From an optimization exercise on the open Yosys and OpenROAD flow, aimed at small area, a short achievable clock period and few clock cycles; shortcuts taken in it are not production practice. Where RTL was checked, it was by simulation tests only, not by an equivalence proof against the original. The clock port is modelled as an ideal driver, which makes a skipped or thinned clock tree look cheaper than it is; a real chip needs a root buffer or a tree. Power is estimated from default activity; no workload was simulated.

Setup of run 1:
==> flow/design.v (excerpt) <==
module procik (clock, reset,
               mem_addr, mem_din, mem_dout, mem_csb, mem_web, halted);
Size in the first run: roughly 560 cells after synthesis, about 180 flip-flops, ~45 I/O pins, about 7500 um2 of cells after synthesis.
clock: 5.0 ns
lec_check: 0
cap_margin: 20
core_margin: 2
core_utilization: 40
cts_buf_list: sky130_fd_sc_hd__clkbuf_8 sky130_fd_sc_hd__clkbuf_16
cts_cluster_diameter: 200
cts_cluster_size: 40
setup_slack_margin: 3.0
slew_margin: 20
run.sh (not shown) runs the stock make flow with config.mk's settings and CLKGATE_MAP_FILE= SYNTH_SCRIPT=/design/flow/synth_recipe.tcl, a recipe that flattens the netlist after the stock synthesis.
Run 1 | stages: all done | timing, DRC, antenna: all pass
Modified inputs, run 2 compared to run 1
Settings: a deleted CTS_CLUSTER_DIAMETER that had been 200; a deleted CTS_CLUSTER_SIZE that had been 40; a change of CTS_BUF_LIST from sky130_fd_sc_hd__clkbuf_8 sky130_fd_sc_hd__clkbuf_16 to sky130_fd_sc_hd__clkbuf_4 sky130_fd_sc_hd__clkbuf_8.
Compared with run 1, run 2 shows first-iteration DRC count that has gone down slightly. Going from run 1 to run 2, register area now sits at about the same level, power share of the clock group now sits lower, switching component of the power now sits lower.
No functional check of the RTL was part of any run of this note.

Setup of run A:
Another version of the RTL of procik (not shown whole).
Size: roughly 430 cells after synthesis, about 180 flip-flops, about 45 I/O pins, about 6800 sq um of cells after synthesis.
Settings: LEC_CHECK=0, CAP_MARGIN=20, CORE_MARGIN=2, CORE_UTILIZATION=40, SETUP_SLACK_MARGIN=3.3, SLEW_MARGIN=20; clock period 5.0 ns.
standard.sh (not shown) runs the stock make flow with config.mk's settings and CLKGATE_MAP_FILE= SYNTH_SCRIPT=/design/flow/synth_recipe.tcl, a recipe that flattens the netlist after the stock synthesis.
==> flow/flow/run.sh <==
#!/bin/bash
# The standard ORFS layout, except that the clock tree is built by
# flow/manual_cts.tcl: two levels of clock buffers placed by k-means over the
# flip-flops, in place of TritonCTS (shorter clock latency).
set -euo pipefail
here=$(pwd)
bash standard.sh "PRE_CTS_TCL=$here/flow/manual_cts.tcl" finish > "$here/orfs_make.log" 2>&1
test -f out/final.def
Other scripts of this flow, unchanged in this note and not shown: flow/flow/manual_cts.tcl
Testbench counts of run A, summed over its fixed seeds: cycles 8,284.
Here is what was changed in the inputs of run B compared with run A.
Settings: changing SETUP_SLACK_MARGIN from 3.3 to 3.1.
==> comparison <==
Met1 demand-to-capacity share in global routing: run B vs run A, no meaningful difference
Looking at run B and run A, the worst-case clock skew is a wash.
Higher wire length on met3 goes to run B over run A.
Logic gate share of total power: run B vs run A down 0.9 points
[compare] base=run A new=run B: area overhead of the layout relative to synthesis dropped 3.8 points, final number of max-transition violations did not really move, post-route standard cell area excluding fillers went down 3.0%, pin slew with the least headroom to its limit increased 0.040 ns, fraction of power spent switching nets increased 0.26 points.
Re worst slew slack as a fraction of its limit: run B is 2.8 points down on run A.
Here is what was changed in the inputs of run C compared with run B.
Settings: a change of SETUP_SLACK_MARGIN from 3.1 to 3.0.
--- outcome ---
Run C: PASS, flow complete, no timing, DRC or antenna violations. [compare] base=run B new=run C: signed area change from the synthesized netlist to the final layout down 1.6 points, hold violation count in the final report flat, placed cell area flat. Per the comparison of run C with run B, final period demand of the worst path now sits higher; stage delay of the slowest cell on the critical path now sits higher; design area now sits lower. Critical path startpoint = mem_dout[8]: run B; critical path startpoint = mem_dout[9]: run C. The final reports for run C and run B show global-route usage lower in the former. Sum of buffers and inverters on the critical path, run B and run C: higher on run B. The met3 usage of run C falls short of that of run B by 0.68 points. Comparing run B against run C, there is no change at all in post-synthesis cell type count. As far as detailed placement HPWL is concerned, run B and run C perform about the same.
No run of this note takes its clock network from TritonCTS; it comes from the design's own scripts or RTL.

== alpha ==
procik, a different RTL version from the one above (not shown whole).
Size: ~780 cells after synthesis, ~180 flip-flops, ~45 I/O pins, roughly 0.0078 mm2 of cells after synthesis.
clock: 5.0 ns
lec_check: 0
abc_area: 1
cap_margin: 20
core_margin: 2
core_utilization: 40
cts_buf_list: sky130_fd_sc_hd__clkbuf_4 sky130_fd_sc_hd__clkbuf_8
setup_slack_margin: 3.0
slew_margin: 20
run.sh (not shown) runs the stock make flow with config.mk's settings and CLKGATE_MAP_FILE= SYNTH_SCRIPT=/design/flow/synth_recipe.tcl, a recipe that flattens the netlist after the stock synthesis.
Stock flow here: none of the scripts above is used.
Setup changes, alpha to beta
# alpha
export LEC_CHECK = 0
export ABC_AREA = 1
export CAP_MARGIN = 20
export CORE_MARGIN = 2
export CORE_UTILIZATION = 40
export CTS_BUF_LIST = sky130_fd_sc_hd__clkbuf_4 sky130_fd_sc_hd__clkbuf_8
export SETUP_SLACK_MARGIN = 3.0
export SLEW_MARGIN = 20
create_clock -name core_clock -period 5.0 [get_ports {clock}]
# beta
export LEC_CHECK = 0
export CAP_MARGIN = 20
export CORE_MARGIN = 2
export CORE_UTILIZATION = 40
export CTS_BUF_LIST = sky130_fd_sc_hd__clkbuf_4 sky130_fd_sc_hd__clkbuf_8
export SETUP_SLACK_MARGIN = 3.0
export SLEW_MARGIN = 20
create_clock -name core_clock -period 5.0 [get_ports {clock}]
Findings:
Diff alpha -> beta: via count went down; number of signal-net buffers in the layout went up. beta -> alpha: count of flip-flops and latches delta 0, exact match. Register-to-register slack, beta and alpha: higher on beta. The post-route worst setup slack of beta exceeds that of alpha by 0.0071 ns. beta: done, clean on timing, DRC and antenna. Compared with alpha, beta shows a global-route usage that is 1.5 points higher.
Function was not checked in any run of this note: the RTL went through the layout flow alone.

Another version of the RTL of procik (not shown whole).
Size in the first run: about 180 flip-flops, roughly 45 I/O pins.
Settings: LEC_CHECK=0, CAP_MARGIN=20, CORE_MARGIN=2, CORE_UTILIZATION=40, SETUP_SLACK_MARGIN=3.0, SLEW_MARGIN=20; clock period 5.0 ns.
The first run finished with timing, DRC and antenna clean.
Testbench counts at the start, summed over its fixed seeds: cycles 8,284.
Edit:
Settings changed: SETUP_SLACK_MARGIN 3.0 to not set.
What happened: Clock skew is about the same. Final cell count shrinks by 3.3%. Routed wire length falls by 3.9%. Clock-buffer cell count fell by 1. Combinational power shrinks by 12%. Total power is lower by 1.5%. First-iteration DRC count came out lower by 13%. Setup slack degrades by 1.1 ns. Via count goes down by 2.9%. Synthesized cell count stays the same. Utilization came out lower by 1.7 points.
Edit:
Settings changed: SETUP_SLACK_MARGIN set to 2.5.
Effect:
- The changed run ran to the end with no violations
- power grows by 0.80%
- synthesized cell count does not change
- sequential share of layout area fell by 1.1 points
- core utilization rose by 0.88 points
- via count goes up by 0.46%
Edit:
Settings changed: CORE_UTILIZATION 40 to 60, PLACE_DENSITY set to 0.7, SETUP_SLACK_MARGIN 2.5 to 3.0.
Cell area grows by 2.4%.
Routed wire length decreases by 2.1%.
Synthesized area is unchanged.
Power grows by 2.8%.
Worst setup slack gains 0.39 ns.
Combinational power grows by 9.0%.
Count of clock-buffer cells in the layout went down by 1.
Utilization grows by 26 points.
Via count rose by 4.6%.
Clock power increases by about 5%.
Hold slack hardly moves.

== v6 ==
Another version of the RTL of procik (not shown whole).
Size: about 430 cells after synthesis, ~45 I/O pins, ~6900 um2 of cells after synthesis.
==> flow/design.v (excerpt) <==
module procik (clock, reset,
               mem_addr, mem_din, mem_dout, mem_csb, mem_web, halted);
Settings: LEC_CHECK=0, CAP_MARGIN=20, CORE_MARGIN=2, CORE_UTILIZATION=40, SETUP_SLACK_MARGIN=3.05, SLEW_MARGIN=20; clock period 5.0 ns.
standard.sh (not shown) runs the stock make flow with config.mk's settings and CLKGATE_MAP_FILE= SYNTH_SCRIPT=/design/flow/synth_recipe.tcl, a recipe that flattens the netlist after the stock synthesis.
==> flow/flow/run.sh <==
#!/bin/bash
# The standard ORFS layout, except that the clock tree is built by
# flow/manual_cts.tcl: two levels of clock buffers placed by k-means over the
# flip-flops, in place of TritonCTS (shorter clock latency), and port
# buffers that start as buf_2 (timing repair upsizes the ones that need it).
set -euo pipefail
here=$(pwd)
bash standard.sh "PRE_CTS_TCL=$here/flow/manual_cts.tcl" \
  "BUFFER_PORTS_ARGS=-buffer_cell sky130_fd_sc_hd__buf_2" finish > "$here/orfs_make.log" 2>&1
test -f out/final.def
Other scripts of this flow, unchanged in this note and not shown: flow/flow/manual_cts.tcl
Testbench counts of v6, summed over its fixed seeds: cycles 8,284.
## Diff of input files: v7 against v6
Settings: CORE_UTILIZATION changed from 40 to 48; SETUP_SLACK_MARGIN changed from 3.05 to 3.1.
[summary]
- v6 and v7 ended up with roughly the same top achievable clock speed.
- As far as combinational group share of total power is concerned, v7 and v6 perform about the same.
- v7 vs v6: average vias per placed instance up
No run of this note takes its clock network from TritonCTS; it comes from the design's own scripts or RTL.

The RTL this note starts from:
==> flow/design.v <==
module procik (clock, reset,
               mem_addr, mem_din, mem_dout, mem_csb, mem_web, halted);
input clock, reset;
output [7:0] mem_addr;
output [15:0] mem_din;
input [15:0] mem_dout;
output mem_csb, mem_web;
output halted;
reg s_a, s_b, s_c, s_c2, s_d;
reg halted_q;
reg [7:0] addr_q;       
reg [7:0] pc;           
reg csb_q, we_q;        
reg [15:0] din_q;
reg stale_q;            
reg ld_q;               
reg [2:0] ldr_q;        
reg wb_q;               
reg [2:0] wbr_q;        
reg [15:0] r [0:7];     
assign mem_addr = addr_q;
assign mem_din = din_q;
assign mem_csb = csb_q;
assign mem_web = !we_q;
assign halted = halted_q;
wire is_load  = (mem_dout[15:12] == 4'd1);
wire is_store = (mem_dout[15:12] == 4'd2);
wire is_halt  = !is_load && !is_store;
wire [2:0] rsel = mem_dout[10:8];
wire [7:0] inc = pc + 8'd1;
wire hazard = ld_q && is_store && (ldr_q == rsel);
wire dec_b = s_b;
wire dec_c = s_c && !stale_q;
wire [7:0] rhot = (8'd1 << rsel) & {8{!s_c2}};
reg [15:0] rdata;
integer k;
always @(*) begin
  rdata = s_c2 ? mem_dout : 16'd0;
  for (k = 0; k < 8; k = k + 1)
    rdata = rdata | (r[k] & {16{rhot[k]}});
end
always @(posedge clock)
  din_q <= rdata;
reg rst_q;
always @(posedge clock)
  rst_q <= reset;
wire [15:0] wdata = mem_dout & {16{!rst_q}};
integer j;
always @(posedge clock)
  for (j = 0; j < 8; j = j + 1)
    if (rst_q || (wb_q && wbr_q == j)) r[j] <= wdata;
always @(posedge clock) begin
  ldr_q <= rsel;
  wbr_q <= ldr_q;
  stale_q <= is_store && (mem_dout[7:0] == addr_q);
end
always @(posedge clock or posedge reset)
  if (reset) begin
    s_a <= 1'b1;
    s_b <= 1'b0;
    s_c <= 1'b0;
    s_c2 <= 1'b0;
    s_d <= 1'b0;
    halted_q <= 1'b0;
    csb_q <= 1'b0;
    we_q <= 1'b0;
    ld_q <= 1'b0;
    wb_q <= 1'b0;
  end else begin
    s_a <= s_d || (s_c && stale_q);
    s_b <= s_a;
    s_c <= s_b && !is_halt;
    s_c2 <= dec_c && !is_halt && hazard;
    s_d <= s_c2 || (dec_c && !is_halt && !hazard);
    halted_q <= halted_q || ((dec_b || dec_c) && is_halt);
    csb_q <= halted_q || ((dec_b || dec_c) && (is_halt || hazard));
    we_q <= s_c2 || ((dec_b || dec_c) && is_store && !hazard);
    ld_q <= (dec_b || dec_c) && is_load;
    wb_q <= ld_q;
  end
always @(posedge clock or posedge reset)
  if (reset) begin
    addr_q <= 8'd0;
    pc <= 8'd0;
  end else begin
    if (s_a || dec_c) pc <= inc;
    if (s_a) addr_q <= inc;
    else if (s_b || dec_c) addr_q <= mem_dout[7:0];
    else if (s_c || s_d) addr_q <= pc;
  end
endmodule
Settings: LEC_CHECK=0, CAP_MARGIN=20, CORE_MARGIN=2, CORE_UTILIZATION=40, SETUP_SLACK_MARGIN=3.1, SLEW_MARGIN=20; clock period 5.0 ns.
==> flow/flow/run.sh <==
#!/bin/bash
# The standard ORFS layout, except that the clock tree is built by
# flow/manual_cts.tcl: two levels of clock buffers placed by k-means over the
# flip-flops, in place of TritonCTS (shorter clock latency), and port
# buffers that start as buf_1 (timing repair upsizes the ones that need it).
set -euo pipefail
here=$(pwd)
bash standard.sh "PRE_CTS_TCL=$here/flow/manual_cts.tcl" \
  "BUFFER_PORTS_ARGS=-buffer_cell sky130_fd_sc_hd__buf_1" finish > "$here/orfs_make.log" 2>&1
test -f out/final.def
==> flow/flow/manual_cts.tcl <==
# Sourced by ORFS's cts.tcl before clock_tree_synthesis (PRE_CTS_TCL).
# Builds a two-level clock tree: the clock port drives NBUF clock buffers,
# each driving NSUB buffers that drive the flip-flops of part of its region,
# and replaces clock_tree_synthesis with a no-op.
set nbuf 4
if {[info exists ::env(MANUAL_CTS_NBUF)]} { set nbuf $::env(MANUAL_CTS_NBUF) }
set bufcell sky130_fd_sc_hd__clkbuf_16
if {[info exists ::env(MANUAL_CTS_BUF)]} { set bufcell $::env(MANUAL_CTS_BUF) }
set block [ord::get_db_block]
set clknet [$block findNet clock]
set sinks {}
foreach it [$clknet getITerms] {
  if {[$it isInputSignal]} { lappend sinks $it }
}
puts "manual_cts: [llength $sinks] sinks, $nbuf buffers of $bufcell"
# sink positions
set pts {}
foreach it $sinks {
  set b [[$it getInst] getBBox]
  lappend pts [list [expr {([$b xMin] + [$b xMax]) / 2}] [expr {([$b yMin] + [$b yMax]) / 2}] $it]
}
# k-means with equal-size-ish clusters: start from sorted strips
proc kmeans {pts k iters} {
  set n [llength $pts]
  set sorted [lsort -integer -index 0 $pts]
  set cents {}
  for {set c 0} {$c < $k} {incr c} {
    set grp [lrange $sorted [expr {$c * $n / $k}] [expr {($c + 1) * $n / $k - 1}]]
    set sx 0; set sy 0
    foreach p $grp { set sx [expr {$sx + [lindex $p 0]}]; set sy [expr {$sy + [lindex $p 1]}] }
    lappend cents [list [expr {$sx / [llength $grp]}] [expr {$sy / [llength $grp]}]]
  }
  set cap [expr {($n + $k - 1) / $k + 2}]
  for {set it 0} {$it < $iters} {incr it} {
    # capacitated assignment: greedy by distance
    set pairs {}
    set i 0
    foreach p $pts {
      for {set c 0} {$c < $k} {incr c} {
        set d [expr {abs([lindex $p 0] - [lindex $cents $c 0]) + abs([lindex $p 1] - [lindex $cents $c 1])}]
        lappend pairs [list $d $i $c]
      }
      incr i
    }
    set pairs [lsort -real -index 0 $pairs]
    array unset asg; array unset cnt
    for {set c 0} {$c < $k} {incr c} { set cnt($c) 0 }
    foreach pr $pairs {
      lassign $pr d i c
      if {[info exists asg($i)]} continue
      if {$cnt($c) >= $cap} continue
      set asg($i) $c; incr cnt($c)
    }
    set new {}
    for {set c 0} {$c < $k} {incr c} { set ax($c) 0; set ay($c) 0 }
    for {set i 0} {$i < $n} {incr i} {
      set c $asg($i)
      set ax($c) [expr {$ax($c) + [lindex $pts $i 0]}]
      set ay($c) [expr {$ay($c) + [lindex $pts $i 1]}]
    }
    for {set c 0} {$c < $k} {incr c} {
      lappend new [list [expr {$ax($c) / max(1,$cnt($c))}] [expr {$ay($c) / max(1,$cnt($c))}]]
    }
    set cents $new
  }
  set res {}
  for {set i 0} {$i < $n} {incr i} { lappend res $asg($i) }
  return [list $cents $res]
}
# level 1: nbuf regions, each driven by one buffer from the clock port;
# level 2: nsub buffers per region, each driving the nearby flip-flops
set nsub 4
if {[info exists ::env(MANUAL_CTS_NSUB)]} { set nsub $::env(MANUAL_CTS_NSUB) }
set subcell sky130_fd_sc_hd__clkbuf_8
if {[info exists ::env(MANUAL_CTS_SUBBUF)]} { set subcell $::env(MANUAL_CTS_SUBBUF) }
lassign [kmeans $pts $nbuf 12] cents asg
set master [[ord::get_db] findMaster $bufcell]
set submaster [[ord::get_db] findMaster $subcell]
proc mkbuf {block master name innet x y} {
  set inst [odb::dbInst_create $block $master $name]
  set net [odb::dbNet_create $block "net_$name"]
  $net setSigType CLOCK
  [$inst findITerm A] connect $innet
  [$inst findITerm X] connect $net
  $inst setLocation $x $y
  $inst setPlacementStatus PLACED
  return $net
}
for {set c 0} {$c < $nbuf} {incr c} {
  set grp {}
  set i 0
  foreach p $pts {
    if {[lindex $asg $i] == $c} { lappend grp $p }
    incr i
  }
  set k [expr {min($nsub, [llength $grp])}]
  lassign [kmeans $grp $k 12] scents sasg
  # level-1 buffer at the middle of its level-2 buffers
  set sx 0; set sy 0
  foreach sc $scents { set sx [expr {$sx + [lindex $sc 0]}]; set sy [expr {$sy + [lindex $sc 1]}] }
  set l1net [mkbuf $block $master "clkbuf_l1_$c" $clknet [expr {$sx / $k}] [expr {$sy / $k}]]
  for {set s 0} {$s < $k} {incr s} {
    set l2net($s) [mkbuf $block $submaster "clkbuf_l2_${c}_$s" $l1net [lindex $scents $s 0] [lindex $scents $s 1]]
  }
  set i 0
  foreach p $grp {
    set it [lindex $p 2]
    $it disconnect
    $it connect $l2net([lindex $sasg $i])
    incr i
  }
}
$clknet setSigType CLOCK
set_propagated_clock [all_clocks]
proc clock_tree_synthesis {args} { puts "manual_cts: clock_tree_synthesis skipped" }
Testbench counts at the start, summed over its fixed seeds: cycles 8,284.
Change:
==> flow/flow/run.sh (replaced) <==
#!/bin/bash
# The standard ORFS layout, except that the clock tree is built by
# flow/manual_cts.tcl: two levels of clock buffers placed by k-means over the
# flip-flops, in place of TritonCTS (shorter clock latency), and port
# buffers that start as buf_2 (timing repair upsizes the ones that need it).
set -euo pipefail
here=$(pwd)
bash standard.sh "PRE_CTS_TCL=$here/flow/manual_cts.tcl" \
  "BUFFER_PORTS_ARGS=-buffer_cell sky130_fd_sc_hd__buf_2" finish > "$here/orfs_make.log" 2>&1
test -f out/final.def
Settings changed: CORE_UTILIZATION 40 to 30.
Effect: Critical path depth is higher by 1. Maximum frequency barely changes. Register-to-register slack improves by 0.03 ns. Cell count rose by 8.2%. Design area went up by about 1.2%. Via count came out lower by about 0.6%. Power is about the same. Setup slack is about the same. Wire length climbs by 2.2%. Synthesized cell count stays the same.
Change:
--- a/flow/flow/manual_cts.tcl
+++ b/flow/flow/manual_cts.tcl
@@ -70,5 +70,5 @@
 # level 1: nbuf regions, each driven by one buffer from the clock port;
 # level 2: nsub buffers per region, each driving the nearby flip-flops
-set nsub 4
+set nsub 3
 if {[info exists ::env(MANUAL_CTS_NSUB)]} { set nsub $::env(MANUAL_CTS_NSUB) }
 set subcell sky130_fd_sc_hd__clkbuf_8
Settings changed: CORE_UTILIZATION 30 to 40.
Power decreases by 3.4%. Worst setup slack got worse by 0.012 ns. Routed wire length decreases by about 3.4%. Hold slack is better by 0.014 ns. Die area falls by about 24%. Flip-flop and latch count is unchanged. Design area decreases by 3.8%.
Change:
--- a/flow/flow/manual_cts.tcl
+++ b/flow/flow/manual_cts.tcl
@@ -70,5 +70,5 @@
 # level 1: nbuf regions, each driven by one buffer from the clock port;
 # level 2: nsub buffers per region, each driving the nearby flip-flops
-set nsub 3
+set nsub 4
 if {[info exists ::env(MANUAL_CTS_NSUB)]} { set nsub $::env(MANUAL_CTS_NSUB) }
 set subcell sky130_fd_sc_hd__clkbuf_8
Settings changed: CORE_UTILIZATION 40 to 55.
Effect: Via count climbs by 2.8%; die area goes down by about 27%; final area is higher by 2.1%; area after synthesis stays the same; global-route usage rises by 6.5 points; cell count went down by 6.0%.
Change:
Settings changed: CORE_UTILIZATION 55 to 40, SETUP_SLACK_MARGIN 3.1 to 3.2.
Result:
- power hardly moves
- first-iteration DRC count climbs by roughly a tenth
- clock power barely changes
- final area climbs by a few percent
- utilization drops by 18 points
- via count climbs slightly
- clock skew climbs by 0.0053 ns
- register-to-register slack improves by 0.04 ns
- worst setup slack improves by 0.068 ns
- wire length climbs by a few percent
- maximum frequency climbs by a few percent
No run of this note takes its clock network from TritonCTS; it comes from the design's own scripts or RTL.

afterwards: timing with drivers on the ports:
The flow's constraints put no driver on any port. The routed layouts listed below were extracted and timed again, unchanged, in two steps. Step 1 sets driving cells, clkbuf_16 on the clock port and buf_2 on the other inputs (assumed; they add their load-dependent delay and slew). Step 2 adds t to the input delays and takes it off the output delays; t is the mean of the earliest and latest rising clock arrival at the registers after step 1. Input paths then give back, and output paths get back, about the clock's delay inside the block. Three values: ideal ports, drivers, drivers and shift; two values: the first two.
run	t (ns)	setup slack, ns	hold slack, ns	worst setup path at the end	pins driven straight from the clock port
run 1	0.472	3.001 / 2.989 / 2.546	0.366 / 0.366 / 0.366	input to register	1
run 2	0.489	2.912 / 2.927 / 2.438	0.371 / 0.371 / 0.371	input to register	1
run A	0.364	3.117 / 3.080 / 2.753	0.376 / 0.376 / 0.376	input to register	4
run B	0.362	3.071 / 3.037 / 2.709	0.371 / 0.371 / 0.371	input to register	4
run C	0.371	2.979 / 2.936 / 2.669	0.371 / 0.371 / 0.371	input to register	4
alpha	0.496	2.903 / 2.865 / 2.591	0.368 / 0.368 / 0.368	input to register	1
beta	0.505	2.910 / 2.874 / 2.399	0.380 / 0.380 / 0.380	input to register	1
the first run of note 4	0.462	2.942 / 2.915 / 2.467	0.389 / 0.389 / 0.389	input to register	1
the second run of note 4	0.458	1.829 / 1.841 / 1.383	0.378 / 0.378 / 0.378	input to register	1
the third run of note 4	0.459	2.530 / 2.491 / 2.163	0.380 / 0.380 / 0.380	input to register	1
the fourth run of note 4	0.458	2.915 / 2.876 / 2.418	0.379 / 0.379 / 0.379	input to register	1
v6	0.364	3.088 / 3.049 / 2.777	0.370 / 0.370 / 0.370	input to register	4
v7	0.365	3.087 / 3.046 / 2.754	0.369 / 0.369 / 0.369	input to register	4
the first run of note 6	0.359	3.099 / 3.059 / 2.700	0.386 / 0.386 / 0.386	input to register	4
the second run of note 6	0.358	3.100 / 3.056 / 2.727	0.353 / 0.353 / 0.353	input to register	4
the third run of note 6	0.375	3.088 / 3.039 / 2.715	0.367 / 0.367 / 0.367	input to register	4
the fourth run of note 6	0.363	3.092 / 3.054 / 2.715	0.372 / 0.372 / 0.372	input to register	4
the fifth run of note 6	0.363	3.160 / 3.077 / 2.818	0.385 / 0.385 / 0.385	input to register	4
After both steps setup and hold are still met in every run listed. For beta, which loses most, drivers alone change the setup slack by -0.036 ns; drivers and shift together by -0.511 ns.
